This design comes from an exercise in tuning for small area and a short achievable clock period on the open sky130 flow, not from production work.
Where RTL was checked, it was by simulation tests only, not by an equivalence proof against the original.

// final_log
module final_log(clk, reset, base, in_data, out_data);
    input clk, reset;
    input [1:0] base;
    input [31:0] in_data;
    output reg [31:0] out_data;
    function [20:0] tn0;
        input [1:0] b;
        input [2:0] d;    
        begin
            case ({b[1], b[1] ? 1'b0 : b[0], d})
                5'b00000: tn0 = 21'h1fffff;
                5'b00001: tn0 = 21'h1d2eba;
                5'b00010: tn0 = 21'h1e730d;
                5'b00011: tn0 = 21'h1ba1c8;
                5'b00100: tn0 = 21'h1f2e7a;
                5'b00101: tn0 = 21'h1c5d35;
                5'b00110: tn0 = 21'h1da188;
                5'b00111: tn0 = 21'h1ad043;
                5'b01000: tn0 = 21'h1fffff;
                5'b01001: tn0 = 21'h198336;
                5'b01010: tn0 = 21'h1c6e00;
                5'b01011: tn0 = 21'h15f137;
                5'b01100: tn0 = 21'h1e1d8f;
                5'b01101: tn0 = 21'h17a0c6;
                5'b01110: tn0 = 21'h1a8b90;
                5'b01111: tn0 = 21'h140ec7;
                5'b10000: tn0 = 21'h1fffff;
                5'b10001: tn0 = 21'h16a3fd;
                5'b10010: tn0 = 21'h1ad961;
                5'b10011: tn0 = 21'h117d5f;
                5'b10100: tn0 = 21'h1d47fc;
                5'b10101: tn0 = 21'h13ebfa;
                5'b10110: tn0 = 21'h18215e;
                5'b10111: tn0 = 21'hec55c;
                default: tn0 = 21'h1fffff;
            endcase
        end
    endfunction
    function [17:0] tn1;
        input [1:0] b;
        input [1:0] d;    
        begin
            case ({b[1], b[1] ? 1'b0 : b[0], d})
                4'b0000: tn1 = 18'h3ffff;
                4'b0001: tn1 = 18'h39427;
                4'b0010: tn1 = 18'h3c942;
                4'b0011: tn1 = 18'h35d6a;
                4'b0100: tn1 = 18'h3ffff;
                4'b0101: tn1 = 18'h307ad;
                4'b0110: tn1 = 18'h381f5;
                4'b0111: tn1 = 18'h289a3;
                4'b1000: tn1 = 18'h3ffff;
                4'b1001: tn1 = 18'h299c0;
                4'b1010: tn1 = 18'h34a28;
                4'b1011: tn1 = 18'h1e3e9;
                default: tn1 = 18'h3ffff;
            endcase
        end
    endfunction
  ...
For scale: ~1900 cells after synthesis, ~30 flip-flops, about 68 I/O pins, about 13000 um2 of cells after synthesis.
Settings: LEC_CHECK=0, ABC_AREA=1, CAP_MARGIN=20, CORE_MARGIN=2, CORE_UTILIZATION=40, CTS_BUF_LIST=sky130_fd_sc_hd__clkbuf_8, CTS_CLUSTER_DIAMETER=200, CTS_CLUSTER_SIZE=30, SLEW_MARGIN=20; clock period 60.0 ns.
standard.sh (not shown) runs the stock make flow with config.mk's settings and CLKGATE_MAP_FILE= SYNTH_SCRIPT=/design/flow/synth_recipe.tcl, a recipe that flattens the netlist after the stock synthesis.
==> flow/flow/run.sh <==
#!/bin/bash
set -euo pipefail
bash standard.sh SETUP_SLACK_MARGIN=37 "BUFFER_PORTS_ARGS=-buffer_cell sky130_fd_sc_hd__buf_1" SKIP_GATE_CLONING=1 finish > run.log 2>&1
Next try:
--- a/flow/design.v
+++ b/flow/design.v
@@ -1723,19 +1723,19 @@
     wire w7_9 = x6_383;
     wire w7_10 = x6_384;
     wire w7_11 = x6_385;
     wire w7_12 = x6_386;
     wire w7_13 = x6_387;
     wire w7_14 = x6_388;
     wire w7_15 = x6_389;
-    wire c7 = w7_0 & w7_1 & w7_2;    
     wire [23:0] yc = cst(bq, eq);
     wire [20:0] yt0 = tn0(bq, {dq[2], dq[1], dq[0]});
     wire [17:0] yt1 = tn1(bq, {dq[4], dq[3]});
     wire [15:0] yt2 = tn2(bq, {d7, d6});
+    wire c7 = w7_0 & w7_1 & w7_2;    
     wire y_0 = yc[0] ^ yt0[0];
     wire y_1 = y_0 ^ yt1[0];
     wire y_2 = (yc[0] & yt0[0]) | (yc[0] & yt1[0]) | (yt0[0] & yt1[0]);
     wire y_3 = yc[1] ^ yt0[1];
     wire y_4 = y_3 ^ yt1[1];
     wire y_5 = (yc[1] & yt0[1]) | (yc[1] & yt1[1]) | (yt0[1] & yt1[1]);
     wire y_6 = yc[2] ^ yt0[2];
@@ -2103,11 +2103,15 @@
     reg [4:0] cnt;
     integer i;
     always @(*) begin
         cnt = 5'd24;
         for (i = 0; i < 24; i = i + 1)
             if (y[i]) cnt = 5'd23 - i;
     end
-    wire [23:0] ys = y << cnt;
+    wire [23:0] ys16 = cnt[4] ? {y[7:0], 16'd0} : y;
+    wire [23:0] ys8 = cnt[3] ? {ys16[15:0], 8'd0} : ys16;
+    wire [23:0] ys4 = cnt[2] ? {ys8[19:0], 4'd0} : ys8;
+    wire [23:0] ys2 = cnt[1] ? {ys4[21:0], 2'd0} : ys4;
+    wire [23:0] ys = cnt[0] ? {ys2[22:0], 1'd0} : ys2;
     wire [7:0] expo = (8'd130 - {3'd0, cnt}) & {8{eq != 4'd9}};    
     always @(*) out_data = invq ? 32'hffffffff : {1'b0, expo, ys[22:3], 3'b0};
 endmodule
Result: Global-route usage is about the same. Via count is lower by 2.0%. Core utilization is lower by 0.38 points. Hold slack improves by 0.015 ns.
For the second run of this note, only the layout was checked, not whether the RTL still works.

## separate check: timing with driven ports
How much do the figures lean on ideal ports? The routed layouts below were timed once more, with nothing changed but the port constraints. Step 1 assumes that a clkbuf_16 drives the clock port and a buf_2 every other input. Step 2 also shifts input and output timing later by t, the mid clock arrival at the registers, as if the neighbouring blocks saw the same clock. Three values: ideal ports, drivers, drivers and shift; two values: the first two.
run	shift t [ns]	setup slack, ns	latest minus earliest clock arrival (ns)
the first run	0.339	37.627 / 37.643 / 37.305	0.015 / 0.015
the second run	0.331	37.540 / 37.549 / 37.219	0.017 / 0.017
After both steps every run listed still meets setup and hold. For the first run, which loses most, drivers alone change the setup slack by +0.016 ns; drivers and shift together by -0.322 ns.
